This is an optimization exercise on Yosys and OpenROAD, whose aim is small area, a short achievable clock period and few clock cycles, not a production implementation. In this exercise RTL edits were held to simulation tests only and were not proved equivalent to the original. Power and IR drop assume default switching activity.

**flow/standard.sh**
```bash
#!/bin/bash
# synth_recipe.tcl (not shown) runs the flow's synth.tcl, then flattens the netlist and writes it again
# the make line also repeats each setting of config.mk as NAME=value (left out here)
make -C /OpenROAD-flow-scripts/flow DESIGN_CONFIG=/design/flow/config.mk WORK_HOME=/design/flow/orfs CLKGATE_MAP_FILE= SYNTH_SCRIPT=/design/flow/synth_recipe.tcl "${@:-finish}"
```
**flow/flow/run.sh**
```bash
#!/bin/bash
# Own layout flow: the standard layout (standard.sh), with the input and
# output ports buffered by sky130_fd_sc_hd__buf_2 instead of the cell
# buffer_ports picks by default. Everything else is the standard flow.
# Runs in the standard flow's work folder; each tool's output goes to a log file here.
set -euo pipefail
work=$(pwd)
cp config.mk flow_config.mk
echo "export BUFFER_PORTS_ARGS = -buffer_cell sky130_fd_sc_hd__buf_2" >> flow_config.mk
sed "s#${work}/config.mk#${work}/flow_config.mk#g; s#DESIGN_CONFIG=config.mk#DESIGN_CONFIG=${work}/flow_config.mk#g" standard.sh > flow_standard.sh
grep -q flow_config.mk flow_standard.sh
bash flow_standard.sh > flow_standard.log 2>&1
```
**flow/design.v**
```verilog
module booth_mul(clk, rst, start, data_in, done, product);
  input clk, rst, start;
  input [31:0] data_in;
  output done;
  output [63:0] product;
  reg [31:0] M;              
  reg [31:0] Q;              
  reg [33:0] AS, AC;         
  reg [7:0] L1, L2;          
  reg [3:0] ONE, TWO, NEG;   
  reg        s_lm, s_lq, s_fin, s_dn;
  reg [3:0] st;             
  assign done = s_dn;
  assign product = {M, Q};
  wire s_st = |st;
  wire idle = ~(s_lm | s_lq | s_st | s_fin);
  reg g;
  wire [8:0] nx = s_lm ? {data_in[7:0], 1'b0} : Q[15:7];
  wire nb0_2 = nx[2], nb0_1 = nx[1], nb0_0 = nx[0];
  wire nb1_2 = nx[4], nb1_1 = nx[3], nb1_0 = nx[2];
  wire nb2_2 = nx[6], nb2_1 = nx[5], nb2_0 = nx[4];
  wire nb3_2 = nx[8], nb3_1 = nx[7], nb3_0 = nx[6];
  wire [3:0] n_one = {nb3_1 ^ nb3_0, nb2_1 ^ nb2_0, nb1_1 ^ nb1_0, nb0_1 ^ nb0_0};
  wire [3:0] n_two = {(nb3_2 & ~nb3_1 & ~nb3_0) | (~nb3_2 & nb3_1 & nb3_0), (nb2_2 & ~nb2_1 & ~nb2_0) | (~nb2_2 & nb2_1 & nb2_0), (nb1_2 & ~nb1_1 & ~nb1_0) | (~nb1_2 & nb1_1 & nb1_0), (nb0_2 & ~nb0_1 & ~nb0_0) | (~nb0_2 & nb0_1 & nb0_0)};
  wire [3:0] n_neg = {nb3_2 & ~(nb3_1 & nb3_0), nb2_2 & ~(nb2_1 & nb2_0), nb1_2 & ~(nb1_1 & nb1_0), nb0_2 & ~(nb0_1 & nb0_0)};
  wire [33:0] as_i = g ? {1'b1, 33'd0} : AS;
  wire [33:0] ac_i = g ? 34'd0 : AC;
  wire [8:0] lo = g ? 9'd0 : L1 + L2;
  wire loc = lo[8];
  wire [31:0] mx = st[0] ? data_in : M;
  wire [32:0] x0 = {mx[31], mx} ^ {33{NEG[0]}};
  wire [33:0] pp0;
  assign pp0[32:0] = ({33{ONE[0]}} & x0) | ({33{TWO[0]}} & {x0[31:0], NEG[0]});
  assign pp0[33] = ~pp0[32];
  wire [32:0] x1 = {mx[31], mx} ^ {33{NEG[1]}};
  wire [33:0] pp1;
  assign pp1[32:0] = ({33{ONE[1]}} & x1) | ({33{TWO[1]}} & {x1[31:0], NEG[1]});
  assign pp1[33] = ~pp1[32];
  wire [32:0] x2 = {mx[31], mx} ^ {33{NEG[2]}};
  wire [33:0] pp2;
  assign pp2[32:0] = ({33{ONE[2]}} & x2) | ({33{TWO[2]}} & {x2[31:0], NEG[2]});
  assign pp2[33] = ~pp2[32];
  wire [32:0] x3 = {mx[31], mx} ^ {33{NEG[3]}};
  wire [33:0] pp3;
  assign pp3[32:0] = ({33{ONE[3]}} & x3) | ({33{TWO[3]}} & {x3[31:0], NEG[3]});
  assign pp3[33] = ~pp3[32];
  wire s1, k2, s3, k4, s5, k6, s7, k8, s9, k10, s11, k12, s13, k14, s15, k16, s17, k18, s19, k20, s21, k22, s23, k24, s25, k26, s27, k28, s29, k30, s31, k32, s33, k34, s35, k36, s37, k38, s39, k40, s41, k42, s43, k44, s45, k46, s47, k48, s49, k50, s51, k52, s53, k54, s55, k56, s57, k58, s59, k60, s61, k62, s63, k64, s65, k66, s67, k68, s69, k70, s71, k72, s73, k74, s75, k76, s77, k78, s79, k80, s81, k82, s83, k84, s85, k86, s87, k88, s89, k90, s91, k92, s93, k94, s95, k96, s97, k98, s99, k100, s101, k102, s103, k104, s105, k106, s107, k108, s109, k110, s111, k112, s113, k114, s115, k116, s117, k118, s119, k120, s121, k122, s123, k124, s125, k126, s127, k128, s129, k130, s131, k132, s133, k134, s135, k136, s137, k138, s139, k140, s141, k142, s143, k144, s145, k146, s147, k148, s149, k150, s151, k152, s153, k154, s155, k156, s157, k158, s159, k160, s161, k162, s163, k164, s165, k166, s167, k168, s169, k170, s171, k172, s173, k174, s175, k176, s177, k178, s179, k180, s181, k182, s183, k184, s185, k186, s187, k188, s189, k190, s191, k192, s193, k194, s195, k196, s197, k198, s199, k200, s201, k202, s203, k204, s205, k206, s207, k208, s209, k210, s211, k212, s213, k214, s215, k216, s217, k218, s219, k220, s221, k222, s223, k224, s225, k226, s227, k228, s229, k230, s231, k232, s233, k234, s235, k236, s237, k238, s239, k240, s241, k242, s243, k244, s245, k246, s247, k248, s249, k250, s251, k252, s253, k254, s255, k256, s257, k258, s259, k260, s261, k262, s263, k264, s265, k266, s267, k268, s269, k270, s271, k272, s273, k274, s275, k276, s277, k278, s279, k280, s281, k282, s283, k284, s285, k286, s287, k288, s289, k290, s291, k292, s293, k294, s295, k296, s297, k298, s299, k300, s301, k302, s303, k304, s305, k306, s307, k308, s309, k310, s311, k312, s313, k314, s315, k316, s317, k318, s319, k320, s321, k322, s323, k324, s325, k326, s327, k328, s329, k330, s331, k332;
  assign s1 = ac_i[6] ^ as_i[6];
  assign k2 = ac_i[6] & as_i[6];
  assign s3 = ac_i[7] ^ as_i[7];
  assign k4 = ac_i[7] & as_i[7];
  assign s5 = ac_i[8] ^ as_i[8];
  assign k6 = ac_i[8] & as_i[8];
  assign s7 = ac_i[9] ^ as_i[9];
  assign k8 = ac_i[9] & as_i[9];
  assign s9 = ac_i[10] ^ as_i[10];
  assign k10 = ac_i[10] & as_i[10];
  assign s11 = ac_i[11] ^ as_i[11];
  assign k12 = ac_i[11] & as_i[11];
  assign s13 = ac_i[12] ^ as_i[12];
  assign k14 = ac_i[12] & as_i[12];
  assign s15 = ac_i[13] ^ as_i[13];
  assign k16 = ac_i[13] & as_i[13];
  assign s17 = ac_i[14] ^ as_i[14];
  assign k18 = ac_i[14] & as_i[14];
  assign s19 = ac_i[15] ^ as_i[15];
  assign k20 = ac_i[15] & as_i[15];
  assign s21 = ac_i[16] ^ as_i[16];
  assign k22 = ac_i[16] & as_i[16];
  assign s23 = ac_i[17] ^ as_i[17];
  assign k24 = ac_i[17] & as_i[17];
  assign s25 = ac_i[18] ^ as_i[18];
  assign k26 = ac_i[18] & as_i[18];
  assign s27 = ac_i[19] ^ as_i[19];
  assign k28 = ac_i[19] & as_i[19];
  assign s29 = ac_i[20] ^ as_i[20];
  assign k30 = ac_i[20] & as_i[20];
  assign s31 = ac_i[21] ^ as_i[21];
  assign k32 = ac_i[21] & as_i[21];
  assign s33 = ac_i[22] ^ as_i[22];
  assign k34 = ac_i[22] & as_i[22];
  assign s35 = ac_i[23] ^ as_i[23];
  assign k36 = ac_i[23] & as_i[23];
  assign s37 = ac_i[24] ^ as_i[24];
  assign k38 = ac_i[24] & as_i[24];
  assign s39 = ac_i[25] ^ as_i[25];
  assign k40 = ac_i[25] & as_i[25];
  assign s41 = ac_i[26] ^ as_i[26];
  assign k42 = ac_i[26] & as_i[26];
  assign s43 = ac_i[27] ^ as_i[27];
  assign k44 = ac_i[27] & as_i[27];
  assign s45 = ac_i[28] ^ as_i[28];
  assign k46 = ac_i[28] & as_i[28];
  assign s47 = ac_i[29] ^ as_i[29];
  assign k48 = ac_i[29] & as_i[29];
  assign s49 = ac_i[30] ^ as_i[30];
  assign k50 = ac_i[30] & as_i[30];
  assign s51 = ac_i[31] ^ as_i[31];
  assign k52 = ac_i[31] & as_i[31];
  assign s53 = ac_i[0] ^ as_i[0];
  assign k54 = ac_i[0] & as_i[0];
  assign s55 = ac_i[2] ^ as_i[2];
  assign k56 = ac_i[2] & as_i[2];
  assign s57 = ac_i[3] ^ as_i[3];
  assign k58 = ac_i[3] & as_i[3];
  assign s59 = ac_i[4] ^ as_i[4] ^ NEG[2];
  assign k60 = (ac_i[4] & as_i[4]) | (ac_i[4] & NEG[2]) | (as_i[4] & NEG[2]);
  assign s61 = pp0[4] ^ pp1[2];
  assign k62 = pp0[4] & pp1[2];
  assign s63 = ac_i[5] ^ as_i[5] ^ pp0[5];
  assign k64 = (ac_i[5] & as_i[5]) | (ac_i[5] & pp0[5]) | (as_i[5] & pp0[5]);
  assign s65 = pp1[3] ^ pp2[1];
  assign k66 = pp1[3] & pp2[1];
  assign s67 = NEG[3] ^ s1 ^ pp0[6];
  assign k68 = (NEG[3] & s1) | (NEG[3] & pp0[6]) | (s1 & pp0[6]);
  assign s69 = pp1[4] ^ pp2[2] ^ pp3[0];
  assign k70 = (pp1[4] & pp2[2]) | (pp1[4] & pp3[0]) | (pp2[2] & pp3[0]);
  assign s71 = k2 ^ s3 ^ pp0[7];
  assign k72 = (k2 & s3) | (k2 & pp0[7]) | (s3 & pp0[7]);
  assign s73 = pp1[5] ^ pp2[3] ^ pp3[1];
  assign k74 = (pp1[5] & pp2[3]) | (pp1[5] & pp3[1]) | (pp2[3] & pp3[1]);
  assign s75 = k4 ^ s5 ^ pp0[8];
  assign k76 = (k4 & s5) | (k4 & pp0[8]) | (s5 & pp0[8]);
  assign s77 = pp1[6] ^ pp2[4] ^ pp3[2];
  assign k78 = (pp1[6] & pp2[4]) | (pp1[6] & pp3[2]) | (pp2[4] & pp3[2]);
  assign s79 = k6 ^ s7 ^ pp0[9];
  assign k80 = (k6 & s7) | (k6 & pp0[9]) | (s7 & pp0[9]);
  assign s81 = pp1[7] ^ pp2[5] ^ pp3[3];
  assign k82 = (pp1[7] & pp2[5]) | (pp1[7] & pp3[3]) | (pp2[5] & pp3[3]);
  assign s83 = k8 ^ s9 ^ pp0[10];
  assign k84 = (k8 & s9) | (k8 & pp0[10]) | (s9 & pp0[10]);
  assign s85 = pp1[8] ^ pp2[6] ^ pp3[4];
  assign k86 = (pp1[8] & pp2[6]) | (pp1[8] & pp3[4]) | (pp2[6] & pp3[4]);
  assign s87 = k10 ^ s11 ^ pp0[11];
  assign k88 = (k10 & s11) | (k10 & pp0[11]) | (s11 & pp0[11]);
  assign s89 = pp1[9] ^ pp2[7] ^ pp3[5];
  assign k90 = (pp1[9] & pp2[7]) | (pp1[9] & pp3[5]) | (pp2[7] & pp3[5]);
  assign s91 = k12 ^ s13 ^ pp0[12];
  assign k92 = (k12 & s13) | (k12 & pp0[12]) | (s13 & pp0[12]);
  assign s93 = pp1[10] ^ pp2[8] ^ pp3[6];
  assign k94 = (pp1[10] & pp2[8]) | (pp1[10] & pp3[6]) | (pp2[8] & pp3[6]);
  assign s95 = k14 ^ s15 ^ pp0[13];
  assign k96 = (k14 & s15) | (k14 & pp0[13]) | (s15 & pp0[13]);
  assign s97 = pp1[11] ^ pp2[9] ^ pp3[7];
  assign k98 = (pp1[11] & pp2[9]) | (pp1[11] & pp3[7]) | (pp2[9] & pp3[7]);
  assign s99 = k16 ^ s17 ^ pp0[14];
  assign k100 = (k16 & s17) | (k16 & pp0[14]) | (s17 & pp0[14]);
  assign s101 = pp1[12] ^ pp2[10] ^ pp3[8];
  assign k102 = (pp1[12] & pp2[10]) | (pp1[12] & pp3[8]) | (pp2[10] & pp3[8]);
  assign s103 = k18 ^ s19 ^ pp0[15];
  assign k104 = (k18 & s19) | (k18 & pp0[15]) | (s19 & pp0[15]);
  assign s105 = pp1[13] ^ pp2[11] ^ pp3[9];
  assign k106 = (pp1[13] & pp2[11]) | (pp1[13] & pp3[9]) | (pp2[11] & pp3[9]);
  assign s107 = k20 ^ s21 ^ pp0[16];
  assign k108 = (k20 & s21) | (k20 & pp0[16]) | (s21 & pp0[16]);
  assign s109 = pp1[14] ^ pp2[12] ^ pp3[10];
  assign k110 = (pp1[14] & pp2[12]) | (pp1[14] & pp3[10]) | (pp2[12] & pp3[10]);
  assign s111 = k22 ^ s23 ^ pp0[17];
  assign k112 = (k22 & s23) | (k22 & pp0[17]) | (s23 & pp0[17]);
  assign s113 = pp1[15] ^ pp2[13] ^ pp3[11];
  assign k114 = (pp1[15] & pp2[13]) | (pp1[15] & pp3[11]) | (pp2[13] & pp3[11]);
  assign s115 = k24 ^ s25 ^ pp0[18];
  assign k116 = (k24 & s25) | (k24 & pp0[18]) | (s25 & pp0[18]);
  assign s117 = pp1[16] ^ pp2[14] ^ pp3[12];
  assign k118 = (pp1[16] & pp2[14]) | (pp1[16] & pp3[12]) | (pp2[14] & pp3[12]);
  assign s119 = k26 ^ s27 ^ pp0[19];
  assign k120 = (k26 & s27) | (k26 & pp0[19]) | (s27 & pp0[19]);
  assign s121 = pp1[17] ^ pp2[15] ^ pp3[13];
  assign k122 = (pp1[17] & pp2[15]) | (pp1[17] & pp3[13]) | (pp2[15] & pp3[13]);
  assign s123 = k28 ^ s29 ^ pp0[20];
  assign k124 = (k28 & s29) | (k28 & pp0[20]) | (s29 & pp0[20]);
  assign s125 = pp1[18] ^ pp2[16] ^ pp3[14];
  assign k126 = (pp1[18] & pp2[16]) | (pp1[18] & pp3[14]) | (pp2[16] & pp3[14]);
  assign s127 = k30 ^ s31 ^ pp0[21];
  assign k128 = (k30 & s31) | (k30 & pp0[21]) | (s31 & pp0[21]);
  assign s129 = pp1[19] ^ pp2[17] ^ pp3[15];
  assign k130 = (pp1[19] & pp2[17]) | (pp1[19] & pp3[15]) | (pp2[17] & pp3[15]);
  assign s131 = k32 ^ s33 ^ pp0[22];
  assign k132 = (k32 & s33) | (k32 & pp0[22]) | (s33 & pp0[22]);
  assign s133 = pp1[20] ^ pp2[18] ^ pp3[16];
  assign k134 = (pp1[20] & pp2[18]) | (pp1[20] & pp3[16]) | (pp2[18] & pp3[16]);
  assign s135 = k34 ^ s35 ^ pp0[23];
  assign k136 = (k34 & s35) | (k34 & pp0[23]) | (s35 & pp0[23]);
  assign s137 = pp1[21] ^ pp2[19] ^ pp3[17];
  assign k138 = (pp1[21] & pp2[19]) | (pp1[21] & pp3[17]) | (pp2[19] & pp3[17]);
  assign s139 = k36 ^ s37 ^ pp0[24];
  assign k140 = (k36 & s37) | (k36 & pp0[24]) | (s37 & pp0[24]);
  assign s141 = pp1[22] ^ pp2[20] ^ pp3[18];
  assign k142 = (pp1[22] & pp2[20]) | (pp1[22] & pp3[18]) | (pp2[20] & pp3[18]);
  assign s143 = k38 ^ s39 ^ pp0[25];
  assign k144 = (k38 & s39) | (k38 & pp0[25]) | (s39 & pp0[25]);
  assign s145 = pp1[23] ^ pp2[21] ^ pp3[19];
  assign k146 = (pp1[23] & pp2[21]) | (pp1[23] & pp3[19]) | (pp2[21] & pp3[19]);
  assign s147 = k40 ^ s41 ^ pp0[26];
  assign k148 = (k40 & s41) | (k40 & pp0[26]) | (s41 & pp0[26]);
  assign s149 = pp1[24] ^ pp2[22] ^ pp3[20];
  assign k150 = (pp1[24] & pp2[22]) | (pp1[24] & pp3[20]) | (pp2[22] & pp3[20]);
  assign s151 = k42 ^ s43 ^ pp0[27];
  assign k152 = (k42 & s43) | (k42 & pp0[27]) | (s43 & pp0[27]);
  assign s153 = pp1[25] ^ pp2[23] ^ pp3[21];
  assign k154 = (pp1[25] & pp2[23]) | (pp1[25] & pp3[21]) | (pp2[23] & pp3[21]);
  assign s155 = k44 ^ s45 ^ pp0[28];
  assign k156 = (k44 & s45) | (k44 & pp0[28]) | (s45 & pp0[28]);
  assign s157 = pp1[26] ^ pp2[24] ^ pp3[22];
  assign k158 = (pp1[26] & pp2[24]) | (pp1[26] & pp3[22]) | (pp2[24] & pp3[22]);
  assign s159 = k46 ^ s47 ^ pp0[29];
  assign k160 = (k46 & s47) | (k46 & pp0[29]) | (s47 & pp0[29]);
  assign s161 = pp1[27] ^ pp2[25] ^ pp3[23];
  assign k162 = (pp1[27] & pp2[25]) | (pp1[27] & pp3[23]) | (pp2[25] & pp3[23]);
  assign s163 = k48 ^ s49 ^ pp0[30];
  assign k164 = (k48 & s49) | (k48 & pp0[30]) | (s49 & pp0[30]);
  assign s165 = pp1[28] ^ pp2[26] ^ pp3[24];
  assign k166 = (pp1[28] & pp2[26]) | (pp1[28] & pp3[24]) | (pp2[26] & pp3[24]);
  assign s167 = k50 ^ s51 ^ pp0[31];
  assign k168 = (k50 & s51) | (k50 & pp0[31]) | (s51 & pp0[31]);
  assign s169 = pp1[29] ^ pp2[27] ^ pp3[25];
  assign k170 = (pp1[29] & pp2[27]) | (pp1[29] & pp3[25]) | (pp2[27] & pp3[25]);
  assign s171 = as_i[32] ^ k52 ^ pp0[32];
  assign k172 = (as_i[32] & k52) | (as_i[32] & pp0[32]) | (k52 & pp0[32]);
  assign s173 = pp1[30] ^ pp2[28] ^ pp3[26];
  assign k174 = (pp1[30] & pp2[28]) | (pp1[30] & pp3[26]) | (pp2[28] & pp3[26]);
  assign s175 = as_i[33] ^ pp0[33] ^ pp1[31];
  assign k176 = (as_i[33] & pp0[33]) | (as_i[33] & pp1[31]) | (pp0[33] & pp1[31]);
  assign s177 = pp2[29] ^ pp3[27];
  assign k178 = pp2[29] & pp3[27];
  assign s179 = 1'b1 ^ pp1[32] ^ pp2[30];
  assign k180 = (1'b1 & pp1[32]) | (1'b1 & pp2[30]) | (pp1[32] & pp2[30]);
  assign s181 = NEG[0] ^ s53;
  assign k182 = NEG[0] & s53;
  assign s183 = ac_i[1] ^ as_i[1] ^ k54;
  assign k184 = (ac_i[1] & as_i[1]) | (ac_i[1] & k54) | (as_i[1] & k54);
  assign s185 = NEG[1] ^ s55 ^ pp0[2];
  assign k186 = (NEG[1] & s55) | (NEG[1] & pp0[2]) | (s55 & pp0[2]);
  assign s187 = k56 ^ s57 ^ pp0[3];
  assign k188 = (k56 & s57) | (k56 & pp0[3]) | (s57 & pp0[3]);
  assign s189 = k58 ^ s59 ^ pp2[0];
  assign k190 = (k58 & s59) | (k58 & pp2[0]) | (s59 & pp2[0]);
  assign s191 = k60 ^ k62 ^ s65;
  assign k192 = (k60 & k62) | (k60 & s65) | (k62 & s65);
  assign s193 = k66 ^ k64 ^ s67;
  assign k194 = (k66 & k64) | (k66 & s67) | (k64 & s67);
  assign s195 = k68 ^ k70 ^ s71;
  assign k196 = (k68 & k70) | (k68 & s71) | (k70 & s71);
  assign s197 = k72 ^ k74 ^ s75;
  assign k198 = (k72 & k74) | (k72 & s75) | (k74 & s75);
  assign s199 = k76 ^ k78 ^ s79;
  assign k200 = (k76 & k78) | (k76 & s79) | (k78 & s79);
  assign s201 = k80 ^ k82 ^ s83;
  assign k202 = (k80 & k82) | (k80 & s83) | (k82 & s83);
  assign s203 = k84 ^ k86 ^ s87;
  assign k204 = (k84 & k86) | (k84 & s87) | (k86 & s87);
  assign s205 = k88 ^ k90 ^ s91;
  assign k206 = (k88 & k90) | (k88 & s91) | (k90 & s91);
  assign s207 = k92 ^ k94 ^ s95;
  assign k208 = (k92 & k94) | (k92 & s95) | (k94 & s95);
  assign s209 = k96 ^ k98 ^ s101;
  assign k210 = (k96 & k98) | (k96 & s101) | (k98 & s101);
  assign s211 = k100 ^ k102 ^ s103;
  assign k212 = (k100 & k102) | (k100 & s103) | (k102 & s103);
  assign s213 = k104 ^ k106 ^ s107;
  assign k214 = (k104 & k106) | (k104 & s107) | (k106 & s107);
  assign s215 = k108 ^ k110 ^ s111;
  assign k216 = (k108 & k110) | (k108 & s111) | (k110 & s111);
  assign s217 = k112 ^ k114 ^ s115;
  assign k218 = (k112 & k114) | (k112 & s115) | (k114 & s115);
  assign s219 = k116 ^ k118 ^ s119;
  assign k220 = (k116 & k118) | (k116 & s119) | (k118 & s119);
  assign s221 = k120 ^ k122 ^ s123;
  assign k222 = (k120 & k122) | (k120 & s123) | (k122 & s123);
  assign s223 = k124 ^ k126 ^ s127;
  assign k224 = (k124 & k126) | (k124 & s127) | (k126 & s127);
  assign s225 = k128 ^ k130 ^ s131;
  assign k226 = (k128 & k130) | (k128 & s131) | (k130 & s131);
  assign s227 = k132 ^ k134 ^ s135;
  assign k228 = (k132 & k134) | (k132 & s135) | (k134 & s135);
  assign s229 = k136 ^ k138 ^ s139;
  assign k230 = (k136 & k138) | (k136 & s139) | (k138 & s139);
  assign s231 = k140 ^ k142 ^ s143;
  assign k232 = (k140 & k142) | (k140 & s143) | (k142 & s143);
  assign s233 = k144 ^ k146 ^ s147;
  assign k234 = (k144 & k146) | (k144 & s147) | (k146 & s147);
  assign s235 = k148 ^ k150 ^ s151;
  assign k236 = (k148 & k150) | (k148 & s151) | (k150 & s151);
  assign s237 = k152 ^ k154 ^ s155;
  assign k238 = (k152 & k154) | (k152 & s155) | (k154 & s155);
  assign s239 = k156 ^ k158 ^ s159;
  assign k240 = (k156 & k158) | (k156 & s159) | (k158 & s159);
  assign s241 = k160 ^ k162 ^ s163;
  assign k242 = (k160 & k162) | (k160 & s163) | (k162 & s163);
  assign s243 = k164 ^ k166 ^ s167;
  assign k244 = (k164 & k166) | (k164 & s167) | (k166 & s167);
  assign s245 = k168 ^ k170 ^ s171;
  assign k246 = (k168 & k170) | (k168 & s171) | (k170 & s171);
  assign s247 = s177 ^ k172 ^ k174;
  assign k248 = (s177 & k172) | (s177 & k174) | (k172 & k174);
  assign s249 = pp3[28] ^ k178 ^ k176;
  assign k250 = (pp3[28] & k178) | (pp3[28] & k176) | (k178 & k176);
  assign s251 = pp1[33] ^ pp2[31] ^ pp3[29];
  assign k252 = (pp1[33] & pp2[31]) | (pp1[33] & pp3[29]) | (pp2[31] & pp3[29]);
  assign s253 = 1'b1 ^ pp2[32];
  assign k254 = 1'b1 & pp2[32];
  assign s255 = s181 ^ loc;
  assign k256 = s181 & loc;
  assign s257 = k182 ^ pp0[1] ^ s183;
  assign k258 = (k182 & pp0[1]) | (k182 & s183) | (pp0[1] & s183);
  assign s259 = k184 ^ pp1[0] ^ s185;
  assign k260 = (k184 & pp1[0]) | (k184 & s185) | (pp1[0] & s185);
  assign s261 = pp1[1] ^ k186 ^ s187;
  assign k262 = (pp1[1] & k186) | (pp1[1] & s187) | (k186 & s187);
  assign s263 = s61 ^ k188 ^ s189;
  assign k264 = (s61 & k188) | (s61 & s189) | (k188 & s189);
  assign s265 = k190 ^ s63 ^ s191;
  assign k266 = (k190 & s63) | (k190 & s191) | (s63 & s191);
  assign s267 = s69 ^ k192 ^ s193;
  assign k268 = (s69 & k192) | (s69 & s193) | (k192 & s193);
  assign s269 = s73 ^ k194 ^ s195;
  assign k270 = (s73 & k194) | (s73 & s195) | (k194 & s195);
  assign s271 = s77 ^ k196 ^ s197;
  assign k272 = (s77 & k196) | (s77 & s197) | (k196 & s197);
  assign s273 = s81 ^ k198 ^ s199;
  assign k274 = (s81 & k198) | (s81 & s199) | (k198 & s199);
  assign s275 = s85 ^ k200 ^ s201;
  assign k276 = (s85 & k200) | (s85 & s201) | (k200 & s201);
  assign s277 = s89 ^ k202 ^ s203;
  assign k278 = (s89 & k202) | (s89 & s203) | (k202 & s203);
  assign s279 = s93 ^ k204 ^ s205;
  assign k280 = (s93 & k204) | (s93 & s205) | (k204 & s205);
  assign s281 = s97 ^ k206 ^ s207;
  assign k282 = (s97 & k206) | (s97 & s207) | (k206 & s207);
  assign s283 = s99 ^ k208 ^ s209;
  assign k284 = (s99 & k208) | (s99 & s209) | (k208 & s209);
  assign s285 = s105 ^ k210 ^ s211;
  assign k286 = (s105 & k210) | (s105 & s211) | (k210 & s211);
  assign s287 = s109 ^ k212 ^ s213;
  assign k288 = (s109 & k212) | (s109 & s213) | (k212 & s213);
  assign s289 = s113 ^ k214 ^ s215;
  assign k290 = (s113 & k214) | (s113 & s215) | (k214 & s215);
  assign s291 = s117 ^ k216 ^ s217;
  assign k292 = (s117 & k216) | (s117 & s217) | (k216 & s217);
  assign s293 = s121 ^ k218 ^ s219;
  assign k294 = (s121 & k218) | (s121 & s219) | (k218 & s219);
  assign s295 = s125 ^ k220 ^ s221;
  assign k296 = (s125 & k220) | (s125 & s221) | (k220 & s221);
  assign s297 = s129 ^ k222 ^ s223;
  assign k298 = (s129 & k222) | (s129 & s223) | (k222 & s223);
  assign s299 = s133 ^ k224 ^ s225;
  assign k300 = (s133 & k224) | (s133 & s225) | (k224 & s225);
  assign s301 = s137 ^ k226 ^ s227;
  assign k302 = (s137 & k226) | (s137 & s227) | (k226 & s227);
  assign s303 = s141 ^ k228 ^ s229;
  assign k304 = (s141 & k228) | (s141 & s229) | (k228 & s229);
  assign s305 = s145 ^ k230 ^ s231;
  assign k306 = (s145 & k230) | (s145 & s231) | (k230 & s231);
  assign s307 = s149 ^ k232 ^ s233;
  assign k308 = (s149 & k232) | (s149 & s233) | (k232 & s233);
  assign s309 = s153 ^ k234 ^ s235;
  assign k310 = (s153 & k234) | (s153 & s235) | (k234 & s235);
  assign s311 = s157 ^ k236 ^ s237;
  assign k312 = (s157 & k236) | (s157 & s237) | (k236 & s237);
  assign s313 = s161 ^ k238 ^ s239;
  assign k314 = (s161 & k238) | (s161 & s239) | (k238 & s239);
  assign s315 = s165 ^ k240 ^ s241;
  assign k316 = (s165 & k240) | (s165 & s241) | (k240 & s241);
  assign s317 = s169 ^ k242 ^ s243;
  assign k318 = (s169 & k242) | (s169 & s243) | (k242 & s243);
  assign s319 = s173 ^ k244 ^ s245;
  assign k320 = (s173 & k244) | (s173 & s245) | (k244 & s245);
  assign s321 = s175 ^ k246 ^ s247;
  assign k322 = (s175 & k246) | (s175 & s247) | (k246 & s247);
  assign s323 = s179 ^ k248 ^ s249;
  assign k324 = (s179 & k248) | (s179 & s249) | (k248 & s249);
  assign s325 = k180 ^ s251 ^ k250;
  assign k326 = (k180 & s251) | (k180 & k250) | (s251 & k250);
  assign s327 = pp3[30] ^ s253 ^ k252;
  assign k328 = (pp3[30] & s253) | (pp3[30] & k252) | (s253 & k252);
  assign s329 = pp2[33] ^ pp3[31] ^ k254;
  assign k330 = (pp2[33] & pp3[31]) | (pp2[33] & k254) | (pp3[31] & k254);
  assign s331 = 1'b1 ^ pp3[32];
  assign k332 = 1'b1 & pp3[32];
  wire [7:0] t_l1 = {k268, k266, k264, k262, k260, k258, k256, pp0[0]};
  wire [7:0] t_l2 = {s269, s267, s265, s263, s261, s259, s257, s255};
  wire [33:0] t_h1 = {1'b0, 1'b1, pp3[33], s331, s329, s327, k324, k322, k320, k318, k316, k314, k312, k310, k308, k306, k304, k302, k300, k298, k296, k294, k292, k290, k288, k286, k284, k282, k280, k278, k276, k274, k272, k270};
  wire [33:0] t_h2 = {1'b0, 1'b0, k332, k330, k328, k326, s325, s323, s321, s319, s317, s315, s313, s311, s309, s307, s305, s303, s301, s299, s297, s295, s293, s291, s289, s287, s285, s283, s281, s279, s277, s275, s273, s271};
  wire [39:0] fsum;
  fadd u_fadd(.x({AS[31:0], L1}), .y({AC[31:0], L2}), .s(fsum));
  always @(posedge clk) begin
    if (rst) begin
      s_lm <= 1'b0; s_lq <= 1'b0; st <= 4'd0; s_fin <= 1'b0; s_dn <= 1'b0; g <= 1'b1;
    end else begin
      s_lm <= idle & start;
      s_lq <= 1'b0;
      st <= {st[2:0], s_lm};
      s_fin <= st[3];
      g <= ~s_st;
      if (idle & start) s_dn <= 1'b0;
      else if (s_fin) s_dn <= 1'b1;
    end
  end
  always @(posedge clk) begin
    ONE <= n_one; TWO <= n_two; NEG <= n_neg;
    AS <= t_h1; AC <= t_h2;
    L1 <= t_l1; L2 <= t_l2;
  end
  always @(posedge clk) begin
    if (s_st) M <= mx;
    else if (s_fin) M <= fsum[39:8];
  end
  always @(posedge clk) begin
    if (s_lm) Q <= data_in;
    else if (s_st | s_fin) Q <= {lo[7:0], Q[31:8]};
  end
endmodule
module fadd_p(input [39:0] x, y, input cin, output [40:0] s);
  wire [39:0] g0 = x & y;
  wire [39:0] p0 = x ^ y;
  wire G1 = g0[0] | (p0[0] & cin);
  wire P1 = 1'b0;
  wire G2 = g0[2] | (p0[2] & g0[1]);
  wire P2 = p0[2] & p0[1];
  wire G3 = g0[4] | (p0[4] & g0[3]);
  wire P3 = p0[4] & p0[3];
  wire G4 = g0[6] | (p0[6] & g0[5]);
  wire P4 = p0[6] & p0[5];
  wire G5 = g0[8] | (p0[8] & g0[7]);
  wire P5 = p0[8] & p0[7];
  wire G6 = g0[10] | (p0[10] & g0[9]);
  wire P6 = p0[10] & p0[9];
  wire G7 = g0[12] | (p0[12] & g0[11]);
  wire P7 = p0[12] & p0[11];
  wire G8 = g0[14] | (p0[14] & g0[13]);
  wire P8 = p0[14] & p0[13];
  wire G9 = g0[16] | (p0[16] & g0[15]);
  wire P9 = p0[16] & p0[15];
  wire G10 = g0[18] | (p0[18] & g0[17]);
  wire P10 = p0[18] & p0[17];
  wire G11 = g0[20] | (p0[20] & g0[19]);
  wire P11 = p0[20] & p0[19];
  wire G12 = g0[22] | (p0[22] & g0[21]);
  wire P12 = p0[22] & p0[21];
  wire G13 = g0[24] | (p0[24] & g0[23]);
  wire P13 = p0[24] & p0[23];
  wire G14 = g0[26] | (p0[26] & g0[25]);
  wire P14 = p0[26] & p0[25];
  wire G15 = g0[28] | (p0[28] & g0[27]);
  wire P15 = p0[28] & p0[27];
  wire G16 = g0[30] | (p0[30] & g0[29]);
  wire P16 = p0[30] & p0[29];
  wire G17 = g0[32] | (p0[32] & g0[31]);
  wire P17 = p0[32] & p0[31];
  wire G18 = g0[34] | (p0[34] & g0[33]);
  wire P18 = p0[34] & p0[33];
  wire G19 = g0[36] | (p0[36] & g0[35]);
  wire P19 = p0[36] & p0[35];
  wire G20 = g0[38] | (p0[38] & g0[37]);
  wire P20 = p0[38] & p0[37];
  wire G21 = g0[1] | (p0[1] & G1);
  wire P21 = p0[1] & P1;
  wire G22 = G2 | (P2 & G1);
  wire P22 = P2 & P1;
  wire G23 = g0[5] | (p0[5] & G3);
  wire P23 = p0[5] & P3;
  wire G24 = G4 | (P4 & G3);
  wire P24 = P4 & P3;
  wire G25 = g0[9] | (p0[9] & G5);
  wire P25 = p0[9] & P5;
  wire G26 = G6 | (P6 & G5);
  wire P26 = P6 & P5;
  wire G27 = g0[13] | (p0[13] & G7);
  wire P27 = p0[13] & P7;
  wire G28 = G8 | (P8 & G7);
  wire P28 = P8 & P7;
  wire G29 = g0[17] | (p0[17] & G9);
  wire P29 = p0[17] & P9;
  wire G30 = G10 | (P10 & G9);
  wire P30 = P10 & P9;
  wire G31 = g0[21] | (p0[21] & G11);
  wire P31 = p0[21] & P11;
  wire G32 = G12 | (P12 & G11);
  wire P32 = P12 & P11;
  wire G33 = g0[25] | (p0[25] & G13);
  wire P33 = p0[25] & P13;
  wire G34 = G14 | (P14 & G13);
  wire P34 = P14 & P13;
  wire G35 = g0[29] | (p0[29] & G15);
  wire P35 = p0[29] & P15;
  wire G36 = G16 | (P16 & G15);
  wire P36 = P16 & P15;
  wire G37 = g0[33] | (p0[33] & G17);
  wire P37 = p0[33] & P17;
  wire G38 = G18 | (P18 & G17);
  wire P38 = P18 & P17;
  wire G39 = g0[37] | (p0[37] & G19);
  wire P39 = p0[37] & P19;
  wire G40 = G20 | (P20 & G19);
  wire P40 = P20 & P19;
  wire G41 = g0[3] | (p0[3] & G22);
  wire P41 = p0[3] & P22;
  wire G42 = G3 | (P3 & G22);
  wire P42 = P3 & P22;
  wire G43 = G23 | (P23 & G22);
  wire P43 = P23 & P22;
  wire G44 = G24 | (P24 & G22);
  wire P44 = P24 & P22;
  wire G45 = g0[11] | (p0[11] & G26);
  wire P45 = p0[11] & P26;
  wire G46 = G7 | (P7 & G26);
  wire P46 = P7 & P26;
  wire G47 = G27 | (P27 & G26);
  wire P47 = P27 & P26;
  wire G48 = G28 | (P28 & G26);
  wire P48 = P28 & P26;
  wire G49 = g0[19] | (p0[19] & G30);
  wire P49 = p0[19] & P30;
  wire G50 = G11 | (P11 & G30);
  wire P50 = P11 & P30;
  wire G51 = G31 | (P31 & G30);
  wire P51 = P31 & P30;
  wire G52 = G32 | (P32 & G30);
  wire P52 = P32 & P30;
  wire G53 = g0[27] | (p0[27] & G34);
  wire P53 = p0[27] & P34;
  wire G54 = G15 | (P15 & G34);
  wire P54 = P15 & P34;
  wire G55 = G35 | (P35 & G34);
  wire P55 = P35 & P34;
  wire G56 = G36 | (P36 & G34);
  wire P56 = P36 & P34;
  wire G57 = g0[35] | (p0[35] & G38);
  wire P57 = p0[35] & P38;
  wire G58 = G19 | (P19 & G38);
  wire P58 = P19 & P38;
  wire G59 = G39 | (P39 & G38);
  wire P59 = P39 & P38;
  wire G60 = G40 | (P40 & G38);
  wire P60 = P40 & P38;
  wire G61 = g0[7] | (p0[7] & G44);
  wire P61 = p0[7] & P44;
  wire G62 = G5 | (P5 & G44);
  wire P62 = P5 & P44;
  wire G63 = G25 | (P25 & G44);
  wire P63 = P25 & P44;
  wire G64 = G26 | (P26 & G44);
  wire P64 = P26 & P44;
  wire G65 = G45 | (P45 & G44);
  wire P65 = P45 & P44;
  wire G66 = G46 | (P46 & G44);
  wire P66 = P46 & P44;
  wire G67 = G47 | (P47 & G44);
  wire P67 = P47 & P44;
  wire G68 = G48 | (P48 & G44);
  wire P68 = P48 & P44;
  wire G69 = g0[23] | (p0[23] & G52);
  wire P69 = p0[23] & P52;
  wire G70 = G13 | (P13 & G52);
  wire P70 = P13 & P52;
  wire G71 = G33 | (P33 & G52);
  wire P71 = P33 & P52;
  wire G72 = G34 | (P34 & G52);
  wire P72 = P34 & P52;
  wire G73 = G53 | (P53 & G52);
  wire P73 = P53 & P52;
  wire G74 = G54 | (P54 & G52);
  wire P74 = P54 & P52;
  wire G75 = G55 | (P55 & G52);
  wire P75 = P55 & P52;
  wire G76 = G56 | (P56 & G52);
  wire P76 = P56 & P52;
  wire G77 = g0[39] | (p0[39] & G60);
  wire P77 = p0[39] & P60;
  wire G78 = g0[15] | (p0[15] & G68);
  wire P78 = p0[15] & P68;
  wire G79 = G9 | (P9 & G68);
  wire P79 = P9 & P68;
  wire G80 = G29 | (P29 & G68);
  wire P80 = P29 & P68;
  wire G81 = G30 | (P30 & G68);
  wire P81 = P30 & P68;
  wire G82 = G49 | (P49 & G68);
  wire P82 = P49 & P68;
  wire G83 = G50 | (P50 & G68);
  wire P83 = P50 & P68;
  wire G84 = G51 | (P51 & G68);
  wire P84 = P51 & P68;
  wire G85 = G52 | (P52 & G68);
  wire P85 = P52 & P68;
  wire G86 = G69 | (P69 & G68);
  wire P86 = P69 & P68;
  wire G87 = G70 | (P70 & G68);
  wire P87 = P70 & P68;
  wire G88 = G71 | (P71 & G68);
  wire P88 = P71 & P68;
  wire G89 = G72 | (P72 & G68);
  wire P89 = P72 & P68;
  wire G90 = G73 | (P73 & G68);
  wire P90 = P73 & P68;
  wire G91 = G74 | (P74 & G68);
  wire P91 = P74 & P68;
  wire G92 = G75 | (P75 & G68);
  wire P92 = P75 & P68;
  wire G93 = G76 | (P76 & G68);
  wire P93 = P76 & P68;
  wire G94 = g0[31] | (p0[31] & G93);
  wire P94 = p0[31] & P93;
  wire G95 = G17 | (P17 & G93);
  wire P95 = P17 & P93;
  wire G96 = G37 | (P37 & G93);
  wire P96 = P37 & P93;
  wire G97 = G38 | (P38 & G93);
  wire P97 = P38 & P93;
  wire G98 = G57 | (P57 & G93);
  wire P98 = P57 & P93;
  wire G99 = G58 | (P58 & G93);
  wire P99 = P58 & P93;
  wire G100 = G59 | (P59 & G93);
  wire P100 = P59 & P93;
  wire G101 = G60 | (P60 & G93);
  wire P101 = P60 & P93;
  wire G102 = G77 | (P77 & G93);
  wire P102 = P77 & P93;
  assign s = {G102, p0[39] ^ G101, p0[38] ^ G100, p0[37] ^ G99, p0[36] ^ G98, p0[35] ^ G97, p0[34] ^ G96, p0[33] ^ G95, p0[32] ^ G94, p0[31] ^ G93, p0[30] ^ G92, p0[29] ^ G91, p0[28] ^ G90, p0[27] ^ G89, p0[26] ^ G88, p0[25] ^ G87, p0[24] ^ G86, p0[23] ^ G85, p0[22] ^ G84, p0[21] ^ G83, p0[20] ^ G82, p0[19] ^ G81, p0[18] ^ G80, p0[17] ^ G79, p0[16] ^ G78, p0[15] ^ G68, p0[14] ^ G67, p0[13] ^ G66, p0[12] ^ G65, p0[11] ^ G64, p0[10] ^ G63, p0[9] ^ G62, p0[8] ^ G61, p0[7] ^ G44, p0[6] ^ G43, p0[5] ^ G42, p0[4] ^ G41, p0[3] ^ G22, p0[2] ^ G21, p0[1] ^ G1, p0[0] ^ cin};
endmodule
module fadd(x, y, s);
  input [39:0] x, y;
  output [39:0] s;
  wire [40:0] w;
  fadd_p u(.x(x), .y(y), .cin(1'b0), .s(w));
  assign s = w[39:0];
endmodule
```
**flow/config.mk**
```make
export PLATFORM = sky130hd
export DESIGN_NAME = booth_mul
export DESIGN_NICKNAME = booth_mul
export VERILOG_FILES = /design/flow/design.v
export SDC_FILE = /design/flow/constraint.sdc
export NUM_CORES = 4
export LEC_CHECK = 0
export CAP_MARGIN = 20
export CORE_MARGIN = 2
export CORE_UTILIZATION = 50
export PLACE_DENSITY = 0.7
export SETUP_SLACK_MARGIN = 1.8
export SLEW_MARGIN = 20
```
**flow/constraint.sdc**
```tcl
create_clock -name core_clock -period 5.0 [get_ports {clk}]
set_input_delay 1.0000 -clock core_clock [delete_from_list [all_inputs] [get_ports {clk}]]
set_output_delay 1.0000 -clock core_clock [all_outputs]
set_load 0.01 [all_outputs]
```
==> results of run 1 <==
==> critical path, stage by stage (launching register included) <==
cell	delay, ns
dfxtp_4	0.46
buf_12	0.14
buf_12	0.14
mux2_2	0.39
a221o_1	0.31
o21ai_1	0.17
fa_1	0.51
fa_1	0.49
inv_1	0.05
fa_1	0.42
==> kinds of logic after synthesis <==
group,synth area share [%]
buf+inv,7.33
flops,27.4
mux,6.76
simple gates,7.54
compound gates,20.1
fa+ha+maj,25.6
xor+xnor,5.29
==> metal layers <==
metal	routed length [um]	up-vias	share of wire (%)	track usage (%)
li1	-	5156	-	-
met1	18200	5867	42	38.3
met2	20400	539	47	46.8
met3	3120	118	7.2	4.46
met4	1730	0	4.0	11.6
met5	0	-	0	0
==> power breakdown <==
part / switching [mW] / leakage (nW) / total (mW) / internal [mW]
clock: 0.735 / 0.307 / 1.44 / 0.701
combinational: 3.66 / 5.53 / 6.64 / 2.98
sequential: 0.584 / 1.43 / 2.63 / 2.05
total: 4.98 / 7.27 / 10.7 / 5.73
==> cell usage after synthesis (12+ instances only) <==
master | n | area, sq um
nand2_1 | 31 | 116
xnor2_1 | 81 | 709
fa_1 | 132 | 2640
a221o_1 | 28 | 280
mux2_2 | 50 | 563
dfxtp_1 | 99 | 1980
buf_1 | 15 | 56.3
a22o_1 | 65 | 569
inv_1 | 187 | 702
a21o_1 | 47 | 353
a221oi_1 | 39 | 342
ha_1 | 80 | 1000
nor2_1 | 50 | 188
mux2i_1 | 40 | 400
nor2b_1 | 67 | 419
a21oi_1 | 37 | 185
o21ai_0 | 40 | 200
edfxtp_1 | 64 | 1920
a22oi_1 | 61 | 458
o31ai_1 | 12 | 90.1
clkbuf_1 | 76 | 285
==> cell usage in the layout, fill, tap and decap left out, types with 32 or more instances in the layout <==
| cell type | instances |
|---|---|
| a21o_1 | 47 |
| o21ai_0 | 37 |
| buf_2 | 99 |
| dfxtp_1 | 88 |
| a22oi_1 | 61 |
| a21oi_1 | 37 |
| fa_1 | 130 |
| inv_1 | 185 |
| a22o_1 | 65 |
| mux2i_4 | 32 |
| buf_4 | 59 |
| ha_1 | 76 |
| xnor2_1 | 79 |
| edfxtp_1 | 64 |
| mux2_2 | 49 |
| nor2b_1 | 67 |
| nor2_1 | 50 |
| a221oi_1 | 38 |
==> flip-flops by register name (all words and copies together) (netlist names), 4 cells and up <==
name / count
AC: 32
AS: 31
L1: 8
L2: 8
M: 32
NEG: 4
ONE: 4
Q: 32
TWO: 4
st: 4
==> path summary, 6_finish.rpt <==
| path | startpoint | to | depth (start not counted) |
|---|---|---|---|
| worst max-delay path | st[0]$_SDFF_PP0_ | AC[6]$_DFF_P_ | 9 |
| worst min-delay path | st[2]$_SDFF_PP0_ | st[3]$_SDFF_PP0_ | 1 |
| worst max register to register | st[0]$_SDFF_PP0_ | AC[6]$_DFF_P_ | 9 |
| worst min register to register | st[2]$_SDFF_PP0_ | st[3]$_SDFF_PP0_ | 1 |
==> metrics by stage <==
stage / hold WS, ns / util (%) / setup slack [ns] / instances
2_1_floorplan: 0.451 / - / 1.77 / 1402
3_3_place_gp: 0.467 / 55.2 / 1.37 / 1807
3_5_place_dp: 0.478 / 55.2 / 1.37 / 1807
4_1_cts: 0.486 / 58.6 / 1.76 / 1860
5_1_grt: 0.517 / 60.0 / 1.72 / 1889
6_report: 0.483 / 60.0 / 1.79 / 1889
==> timing repair <==
| item | CTS | global route |
|---|---|---|
| buffers inserted | 20 | 27 |
| gates cloned | 1 | 2 |
| resized for setup | 19 | 27 |
| pin swaps | 2 | 9 |
| endpoints found under the setup margin | 63 | 52 |
| hold buffers | 0 | 0 |
==> area by class of cell <==
class                   instances  area [sq um]  share of cell area, %
repair buffers                168          1150                   6.84
clock buffers                  17           425                   2.54
inverters                     187           706                   4.21
clock inverters                15           216                   1.29
flip-flops and latches        163          3940                   23.5
well taps                     378           473                   2.82
multi-input cells             961          9850                   58.8
==> metrics.md, run 1 <==
| Metric | Value |
|---|---|
| Cts bufs inserted | 17 |
| Max Buffers Root-to-Sink | 2 |
| Worst-path clk slew | 0.09 ns |
| Starting density of the core | between 50% and 60% |
| Syn_nets | approximately 1600 |
| Root Driver | clkbuf_16 |
| GRT Util Overall | 28.6% |
| Unrepaired setup endpoints after global routing | true |
| DR WL/cell | 23.0 um |
| Synth warnings | 1 |
| Clock skew | 0.0197 ns |
| Hold Fails Final Rpt | 0 |
| Hold Path Class | reg2reg |
| Mean area per synthesized cell | between 10 and 15 sq um |
| Routed vias | 11700 |
| Cell Area, Synth | 0.0142 sq mm |
| ANT nets after route | 0 |
| Initial antenna violation count | 0 |
| Slew HR | 21.6% |
| Area growth, synth to finish | 17.7% |
| Cells after synthesis | 1402 |
| Hpwl dp | 31.6 mm |
| Design area | 0.0168 sq mm |
| Core area | ~0.028 sq mm |
| Finish-stage setup viols | 0 |
| Crit path launch type | register |
| Crit-path max FO | 6 |
| Skew-Pair Late Insertion Delay | between 0.4 and 0.5 ns |
| CTS tree | done |
| VDD IR-drop max | 0.348 mV |
| PwrDens | 639 mW/mm^2 |
| Drt drc | 0 |
| Pre-antenna DRT Iters | 5 |
| Horiz. Die Dim | 173 um |
| Main flop type after synthesis | dfxtp_1 |
| H-tree Lvls | 4 |
| EDFF count, synth | 64 |
| Leak Pwr | 7.27 nW |
| Placed instance area | about 0.015 sq mm |
| Setup TNS | 0 ns |
| First-pass GRT wire length | around 66 mm |
| CP Class | reg2reg |
| Arr. time, crit path | 3.55 ns |
| IO buf count | 99 |
| DR iter-0 viols | 1172 |
| DIE HEIGHT | 173 um |
| ANT cells | 0 |
| Congestion Overflow GR | 0 |
| Largest net degree at the start of global routing | 53 |
| Period utilisation layout | ~64% |
| Least-Margin Pin Slew | 1.17 ns |
| Status | complete, no violations |
| Register bit count reported by yosys | ~160 |
| Number of global-route vias before repair | about 11000 |
| Rows | 61 |
| Achievable Freq | 0.311 GHz |
| Required time of the worst setup path | about 5.3 ns |
| Routed wire length | 43.4 mm |
| Unique cell type count in the Yosys netlist | 60 |
| Endpoint class of the critical path | register |
| Gpl congestion | 0.891 |
| Layout cell share with drive strength beyond 1 | 21.5% |
| Max-cap viol count | 0 |
| Design Power | roughly 11 mW |
| Minimum clock period | 3.21 ns |
| Die area | 0.0299 sq mm |
| Async S/R FF share, synth | 0% |
| Ports | 100 |
| Pins Over Slew Limit | 0 |
| Reg2reg setup slack | 1.79 ns |
| Vias per Instance | 6.18 |
| Filler cell count | 2323 |
| Nets@finish | 1745 |
| Clock sinks | about 160 |
| Register area share after synthesis | 27.4% |
Testbench counts, summed over its fixed seeds: cycles 11,200.
==> inputs of run 2 (changes only) <==
--- a/flow/design.v
+++ b/flow/design.v
@@ -8,14 +8,12 @@
   reg [33:0] AS, AC;         
   reg [7:0] L1, L2;          
   reg [3:0] ONE, TWO, NEG;   
-  reg        s_lm, s_lq, s_fin, s_dn;
-  reg [3:0] st;             
+  reg        s_lm, s_lq, s_st, s_f1, s_fin, s_dn;
+  reg [1:0] cnt;
   assign done = s_dn;
   assign product = {M, Q};
-  wire s_st = |st;
   wire idle = ~(s_lm | s_lq | s_st | s_fin);
-  reg g;
-  wire [8:0] nx = s_lm ? {data_in[7:0], 1'b0} : Q[15:7];
+  wire [8:0] nx = s_lq ? {data_in[7:0], 1'b0} : Q[15:7];
   wire nb0_2 = nx[2], nb0_1 = nx[1], nb0_0 = nx[0];
   wire nb1_2 = nx[4], nb1_1 = nx[3], nb1_0 = nx[2];
   wire nb2_2 = nx[6], nb2_1 = nx[5], nb2_0 = nx[4];
@@ -23,11 +21,11 @@
   wire [3:0] n_one = {nb3_1 ^ nb3_0, nb2_1 ^ nb2_0, nb1_1 ^ nb1_0, nb0_1 ^ nb0_0};
   wire [3:0] n_two = {(nb3_2 & ~nb3_1 & ~nb3_0) | (~nb3_2 & nb3_1 & nb3_0), (nb2_2 & ~nb2_1 & ~nb2_0) | (~nb2_2 & nb2_1 & nb2_0), (nb1_2 & ~nb1_1 & ~nb1_0) | (~nb1_2 & nb1_1 & nb1_0), (nb0_2 & ~nb0_1 & ~nb0_0) | (~nb0_2 & nb0_1 & nb0_0)};
   wire [3:0] n_neg = {nb3_2 & ~(nb3_1 & nb3_0), nb2_2 & ~(nb2_1 & nb2_0), nb1_2 & ~(nb1_1 & nb1_0), nb0_2 & ~(nb0_1 & nb0_0)};
-  wire [33:0] as_i = g ? {1'b1, 33'd0} : AS;
-  wire [33:0] ac_i = g ? 34'd0 : AC;
-  wire [8:0] lo = g ? 9'd0 : L1 + L2;
+  wire [33:0] as_i = s_f1 ? {1'b1, 33'd0} : AS;
+  wire [33:0] ac_i = s_f1 ? 34'd0 : AC;
+  wire [8:0] lo = s_f1 ? 9'd0 : L1 + L2;
   wire loc = lo[8];
-  wire [31:0] mx = st[0] ? data_in : M;
+  wire [31:0] mx = M;
   wire [32:0] x0 = {mx[31], mx} ^ {33{NEG[0]}};
   wire [33:0] pp0;
   assign pp0[32:0] = ({33{ONE[0]}} & x0) | ({33{TWO[0]}} & {x0[31:0], NEG[0]});
@@ -385,28 +383,32 @@
   fadd u_fadd(.x({AS[31:0], L1}), .y({AC[31:0], L2}), .s(fsum));
   always @(posedge clk) begin
     if (rst) begin
-      s_lm <= 1'b0; s_lq <= 1'b0; st <= 4'd0; s_fin <= 1'b0; s_dn <= 1'b0; g <= 1'b1;
+      s_lm <= 1'b0; s_lq <= 1'b0; s_st <= 1'b0; s_f1 <= 1'b0; s_fin <= 1'b0; s_dn <= 1'b0;
     end else begin
       s_lm <= idle & start;
-      s_lq <= 1'b0;
-      st <= {st[2:0], s_lm};
-      s_fin <= st[3];
-      g <= ~s_st;
+      s_lq <= s_lm;
+      s_st <= s_lq | (s_st & (cnt != 2'd3));
+      s_f1 <= s_lq;
+      s_fin <= s_st & (cnt == 2'd3);
       if (idle & start) s_dn <= 1'b0;
       else if (s_fin) s_dn <= 1'b1;
     end
   end
   always @(posedge clk) begin
+    if (s_lq) cnt <= 2'd0;
+    else if (s_st) cnt <= cnt + 2'd1;
+  end
+  always @(posedge clk) begin
     ONE <= n_one; TWO <= n_two; NEG <= n_neg;
     AS <= t_h1; AC <= t_h2;
     L1 <= t_l1; L2 <= t_l2;
   end
   always @(posedge clk) begin
-    if (s_st) M <= mx;
+    if (s_lm) M <= data_in;
     else if (s_fin) M <= fsum[39:8];
   end
   always @(posedge clk) begin
-    if (s_lm) Q <= data_in;
+    if (s_lq) Q <= data_in;
     else if (s_st | s_fin) Q <= {lo[7:0], Q[31:8]};
   end
 endmodule
==> flow/flow/run.sh (replaced) <==
#!/bin/bash
# Own layout flow: the standard layout (standard.sh) with two changes:
#  - the input and output ports are buffered by sky130_fd_sc_hd__buf_1 instead
#    of the cell buffer_ports picks by default;
#  - after the standard synthesis, flow/polarity.py removes inverters around
#    the full-adder cells (a full adder is self-dual), keeping every register.
# Runs in the standard flow's work folder; each tool's output goes to a log file here.
set -euo pipefail
work=$(pwd)
res=$work/orfs/results/sky130hd/booth_mul/base
cp config.mk flow_config.mk
echo "export BUFFER_PORTS_ARGS = -buffer_cell sky130_fd_sc_hd__buf_1" >> flow_config.mk
sed "s#${work}/config.mk#${work}/flow_config.mk#g" standard.sh > flow_standard.sh
grep -q flow_config.mk flow_standard.sh
bash flow_standard.sh "$res/1_2_yosys.v" > flow_synth.log 2>&1
cp "$res/1_2_yosys.v" yosys_standard.v
python3 flow/polarity.py yosys_standard.v "$res/1_2_yosys.v" > flow_polarity.log 2>&1
touch "$res/1_2_yosys.v"
bash flow_standard.sh > flow_standard.log 2>&1
==> flow/flow/polarity.py (new file) <==
#!/usr/bin/env python3
"""Remove inverters around full-adder cells in a mapped Yosys netlist.

A full adder is self-dual: FA(~a, ~b, ~c) = (~sum, ~cout). Yosys's extract_fa
often leaves fa cells with inverters on their inputs or outputs. This pass
chooses, for each fa cell, whether to use it "flipped" (its input pins take the
complement of the logical inputs and its output nets carry the complement of
the logical outputs), so as to minimise the number of inverters, and rebuilds
the inverters: one per signal that some pin needs inverted.

usage: polarity.py IN.v OUT.v
"""
import re
import sys

INV = re.compile(r"^sky130_fd_sc_hd__(inv|clkinv)_\d+$")
FA = re.compile(r"^sky130_fd_sc_hd__fa_\d+$")
OUTPINS = {"X", "Y", "Q", "Q_N", "SUM", "COUT", "HI", "LO", "GCLK"}

src = open(sys.argv[1]).read()
m = re.search(r"^module\s+(\w+)\s*\((.*?)\);", src, re.S | re.M)
top_start = m.start()
body_start = m.end()
end = src.rindex("endmodule")
body = src[body_start:end]

decls = []
cells = []
pos = 0
cell_re = re.compile(r"\s*(sky130_fd_sc_hd__\w+)\s+(\S+)\s*\((.*?)\);", re.S)
decl_re = re.compile(r"\s*(input|output|wire|inout)\b[^;]*;", re.S)
while True:
    mm = decl_re.match(body, pos)
    if mm:
        decls.append(mm.group(0).strip())
        pos = mm.end()
        continue
    mm = cell_re.match(body, pos)
    if mm:
        pins = re.findall(r"\.(\w+)\(([^()]*)\)", mm.group(3))
        cells.append([mm.group(1), mm.group(2), [(p, n.strip()) for p, n in pins]])
        pos = mm.end()
        continue
    if body[pos:].strip() == "":
        break
    raise SystemExit("polarity.py: cannot parse netlist near: " + body[pos:pos + 200])

# output port nets
outports = set()
for d in decls:
    mo = re.match(r"output\s*(\[(\d+):(\d+)\])?\s*(\w+)\s*;", d)
    if mo:
        if mo.group(1):
            hi, lo = int(mo.group(2)), int(mo.group(3))
            for i in range(min(hi, lo), max(hi, lo) + 1):
                outports.add("%s[%d]" % (mo.group(4), i))
        else:
            outports.add(mo.group(4))

driver = {}
for idx, (typ, name, pins) in enumerate(cells):
    for p, n in pins:
        if p in OUTPINS:
            driver[n] = (idx, p)

# collapsible inverters: output not a port net
collapse = set()
for idx, (typ, name, pins) in enumerate(cells):
    if INV.match(typ):
        d = dict(pins)
        if d["Y"] not in outports:
            collapse.add(idx)


def resolve(n):
    ph = 0
    seen = 0
    while n in driver and driver[n][0] in collapse:
        n = dict(cells[driver[n][0]][2])["A"]
        ph ^= 1
        seen += 1
        if seen > 100:
            raise SystemExit("inverter loop")
    return n, ph


fa_cells = [i for i, c in enumerate(cells) if FA.match(c[0])]
# fa cells driving a port net directly are not flipped
fixed = set()
for i in fa_cells:
    for p, n in cells[i][2]:
        if p in OUTPINS and n in outports:
            fixed.add(i)

# sinks: (cell idx, pin) -> (base, phase); every input pin of a kept cell
sinks = []
for idx, (typ, name, pins) in enumerate(cells):
    if idx in collapse:
        continue
    for k, (p, n) in enumerate(pins):
        if p in OUTPINS:
            continue
        if re.match(r"^\d+'", n) or n == "":
            continue
        b, ph = resolve(n)
        sinks.append([idx, k, b, ph])

fa_out = {}
for i in fa_cells:
    for p, n in cells[i][2]:
        if p in OUTPINS:
            fa_out[n] = i

flip = set()
by_base = {}
for s in sinks:
    by_base.setdefault(s[2], []).append(s)
by_cell = {}
for s in sinks:
    by_cell.setdefault(s[0], []).append(s)


def need(s):
    """physical phase sink s needs from its base net"""
    ph = s[3]
    if s[0] in flip:
        ph ^= 1
    if s[2] in fa_out and fa_out[s[2]] in flip:
        ph ^= 1
    return ph


def cost_bases(bases):
    return sum(1 for b in bases if any(need(s) for s in by_base.get(b, [])))


def affected(i):
    bs = set(s[2] for s in by_cell.get(i, []))
    for p, n in cells[i][2]:
        if p in OUTPINS:
            bs.add(n)
    return bs


before = cost_bases(by_base.keys())
changed = True
rounds = 0
while changed and rounds < 50:
    changed = False
    rounds += 1
    for i in fa_cells:
        if i in fixed:
            continue
        bs = affected(i)
        c0 = cost_bases(bs)
        flip.symmetric_difference_update({i})
        c1 = cost_bases(bs)
        if c1 < c0:
            changed = True
        else:
            flip.symmetric_difference_update({i})
after = cost_bases(by_base.keys())

# rebuild: inverted copy of each base that needs one
invnet = {}
# reuse an existing collapsed inverter output net that carries ~base
for idx in collapse:
    d = dict(cells[idx][2])
    b, ph = resolve(d["Y"])
    if ph == 1 and b not in invnet:
        invnet[b] = d["Y"]
newwires = []
newcells = []
cnt = 0
for b, ss in by_base.items():
    if any(need(s) for s in ss):
        if b not in invnet:
            cnt += 1
            w = "_polw%d_" % cnt
            invnet[b] = w
            newwires.append(w)
for s in sinks:
    idx, k, b, ph = s
    p, n = cells[idx][2][k]
    cells[idx][2][k] = (p, invnet[b] if need(s) else b)
k = 0
for b, ss in by_base.items():
    if any(need(s) for s in ss):
        k += 1
        newcells.append(("sky130_fd_sc_hd__inv_1", "_polinv%d_" % k, [("A", b), ("Y", invnet[b])]))

def nm(n):
    return n + " " if n.startswith("\\") else n


out = [src[:body_start]]
for d in decls:
    out.append("  " + d)
for w in newwires:
    out.append("  wire %s;" % w)
for idx, (typ, name, pins) in enumerate(cells):
    if idx in collapse:
        continue
    out.append("  %s %s (\n%s\n  );" % (typ, name, ",\n".join("    .%s(%s)" % (p, nm(n)) for p, n in pins)))
for typ, name, pins in newcells:
    out.append("  %s %s (\n%s\n  );" % (typ, name, ",\n".join("    .%s(%s)" % (p, nm(n)) for p, n in pins)))
out.append("endmodule\n")
open(sys.argv[2], "w").write("\n".join(out))
print("polarity.py: %d fa cells, %d flipped; inverters %d -> %d (collapsed %d)" %
      (len(fa_cells), len(flip), len(collapse), after, len(collapse)))
--- a/flow/config.mk
+++ b/flow/config.mk
@@ -9,5 +9,5 @@
 export CORE_MARGIN = 2
 export CORE_UTILIZATION = 50
 export PLACE_DENSITY = 0.7
-export SETUP_SLACK_MARGIN = 1.8
+export SETUP_SLACK_MARGIN = 2.0
 export SLEW_MARGIN = 20
==> run 2 against run 1 <==
Power up 15%. Sequential power rose by 13%. Largest power group unchanged. First-iteration DRC count is 2.0% lower. Non-clock buffer count is 25 lower. Die area decreased by 4.8%. Sequential share of layout area up 2.7 points.
==> metrics.md, run 2 <==
| Metric | Value |
|---|---|
| Hold buffer count at CTS | 0 |
| Crit path launch type | register |
| Drt drc | 0 |
| Reg2reg path depth | 9 |
| Cts bufs inserted | 17 |
| Achievable Freq | 0.339 GHz |
| Ports | 100 |
| Min-Delay Path Depth | 2 |
| ANT cells | 0 |
| IO buf count | roughly 100 |
| Slew HR | 33.2% |
| Horiz. Die Dim | 169 um |
| Commonest non-fill, non-tap cell in the layout | fa_1 |
| GR Layer Usage met3 | 6.43% |
| Fin Hold WS | 0.497 ns |
| DR WL/cell | 24.2 um |
| Hold Path End | s_dn$_SDFFE_PP0P_ |
| Endpoint class of the critical path | register |
| Layout cell share with drive strength beyond 1 | 12.6% |
| DR iter-0 viols | 1149 |
| Nets@finish | between 1500 and 2000 |
| Setup TNS | 0 ns |
| Skew-Pair Late Insertion Delay | 0.45 ns |
| PwrDens | a little over 800 mW/mm^2 |
| Clock sinks | 163 |
| Synth warnings | 1 |
| Rows | 60 |
| Congestion Overflow GR | 0 |
| Hold Fails Final Rpt | 0 |
| Cells after synthesis | between 1000 and 1500 |
| DIE HEIGHT | ~170 um |
| Reg area | 0.00393 sq mm |
| Number of global-route vias before repair | 10900 |
| Filler cell count | 2284 |
| Routed vias | roughly 11000 |
| Pre-antenna DRT Iters | 9 |
| Area growth, synth to finish | 10.9% |
| Syn_nets | 1579 |
| H-tree Lvls | 4 |
| GRT Util Overall | 28.7% |
| First-pass GRT wire length | 61.9 mm |
| Hold Path Origin | s_dn$_SDFFE_PP0P_ |
| Finish-stage setup viols | 0 |
| CTS tree | done |
| Largest net degree at the start of global routing | 68 |
| Vias per Instance | 6.46 |
| Worst r2r src | AC[13]$_DFF_P_ |
| Multi-input logic area | between 0.008 and 0.009 sq mm |
| Required time of the worst setup path | about 5.2 ns |
| Status | complete, no violations |
| Busiest grt layer | met2 |
| Mean area per synthesized cell | 10.2 sq um |
| Hold Path Class | reg2reg |
| Max-cap viol count | 0 |
| Reg2reg setup slack | 2.05 ns |
| FF-to-FF End | M[23]$_DFFE_PP_ |
| Unrepaired setup endpoints after global routing | true |
| GR Layer Usage met2 | 47.4% |
| Top Registers | AC: 32 flops, M: 32 flops, Q: 32 flops |
| Crit-path max FO | 6 |
| Minimum clock period | 2.95 ns |
| Routed wire length | 41.7 mm |
| Root Driver | clkbuf_16 |
| Die area | 0.0284 sq mm |
| Starting density of the core | between 50% and 60% |
| Max Buffers Root-to-Sink | 2 |
| Core area | 0.0268 sq mm |
| Worst setup startpoint | AC[13]$_DFF_P_ |
| Most frequent cells in the layout | 132 x fa_1, 114 x nand2_1, 99 x buf_1, 95 x inv_1, 88 x dfxtp_1 |
| VDD IR-drop max | 0.358 mV |
| Hpwl dp | between 20 and 30 mm |
| Least-Margin Pin Slew | around 1 ns |
| Clock skew | 0.00962 ns |
| Design Power | 12.3 mW |
| Initial antenna violation count | 0 |
| Period utilisation layout | 59.0% |
| Met1 usage | 36.8% |
| Cell Area, Synth | 0.0135 sq mm |
| Gpl congestion | about 0.9 |
| Worst-path clk slew | 0.08 ns |
| Leak Pwr | 6.13 nW |
| ANT nets after route | 0 |
| CP Class | reg2reg |
| Pins Over Slew Limit | 0 |
| Arr. time, crit path | 3.12 ns |
run 2: worst max path at each step:
stage                      endpoint  slack, ns  depth (start not counted)
CTS                   AC[0]$_DFF_P_       2.01                          8
detailed placement    AC[7]$_DFF_P_       1.48                          7
finish              M[23]$_DFFE_PP_       2.05                          9
global placement      L2[7]$_DFF_P_       1.57                          7
floorplan             AC[6]$_DFF_P_       2.01                          8
global route          AC[6]$_DFF_P_       1.99                          9
run 2: stage by stage:
stage / std cells / setup slack, ns / utilization [%] / instance area, sq um
detailed placement: 1670 / 1.48 / 52.5 / 14100
floorplan: 1331 / 2.01 / - / 13500
finish: 1725 / 2.05 / 56.0 / 15000
global placement: 1670 / 1.57 / 52.5 / 14100
global route: 1725 / 1.99 / 56.0 / 15000
CTS: 1713 / 2.01 / 55.3 / 14800
run 2: critical path: stages, from the launching register on:
cell     delay, ns
dfxtp_1       0.35
ha_1          0.41
nand4_1       0.39
nor3_1        0.34
a22oi_2       0.08
buf_4         0.21
nand4_2       0.14
nand2_1       0.09
fa_1          0.55
mux2i_1       0.11
run 2: cell type report:
class                           count  area share, %
Inverter                           99           2.57
Timing Repair inverter              2         0.0833
Tap cell                          341           2.84
Clock buffer                       17           2.83
Timing Repair Buffer              143           5.42
Clock inverter                     15           1.34
Multi-Input combinational cell    945           58.7
Sequential cell                   163           26.2
run 2: report_power, final:
part           switching (mW)  internal (mW)  total, mW
Combinational            4.41           3.54       7.94
Sequential              0.763           2.21       2.97
Clock                   0.704          0.690       1.39
Total                    5.88           6.44       12.3
run 2: what timing repair did:
| action | 4_1_cts | 5_1_grt |
|---|---|---|
| buffers inserted | 10 | 9 |
| pin swaps | 0 | 1 |
| setup endpoints to repair | 67 | 41 |
| gates resized for setup | 16 | 18 |
| cloned | 1 | 3 |
run 2: routing by layer:
| layer | vias up | wire length, um |
|---|---|---|
| met1 | 5562 | 16100 |
| met3 | 96 | 4150 |
| met2 | 571 | 20100 |
| met4 | 0 | 1390 |
| li1 | 4919 | - |
| met5 | - | 0 |
Testbench counts of run 2, summed over its fixed seeds: cycles 12,800.

## static timing again, ports no longer ideal
The flow's constraints put no driver on any port. The routed layouts listed below were extracted and timed again, unchanged, in two steps. Step 1: set_driving_cell puts a clkbuf_16 on clk and a buf_2 on each other input, an assumption about the parent block. Step 2 times the ports against the registers' clock, not the clock port: input delays grow and output delays shrink by t, the midpoint of the rising clock arrivals with the driver on. a / b / c = no drivers / after step 1 / after step 2; a / b = the first two.
run	t, ns	setup slack, ns	worst data-port slew with drivers (ns)
run 1	0.493	1.789 / 1.789 / 1.433	0.04
run 2	0.500	2.052 / 2.052 / 2.052	0.05
After both steps every run listed still meets setup and hold. For run 1, which loses most, drivers alone change the setup slack by 0.000 ns; drivers and shift together by -0.356 ns.
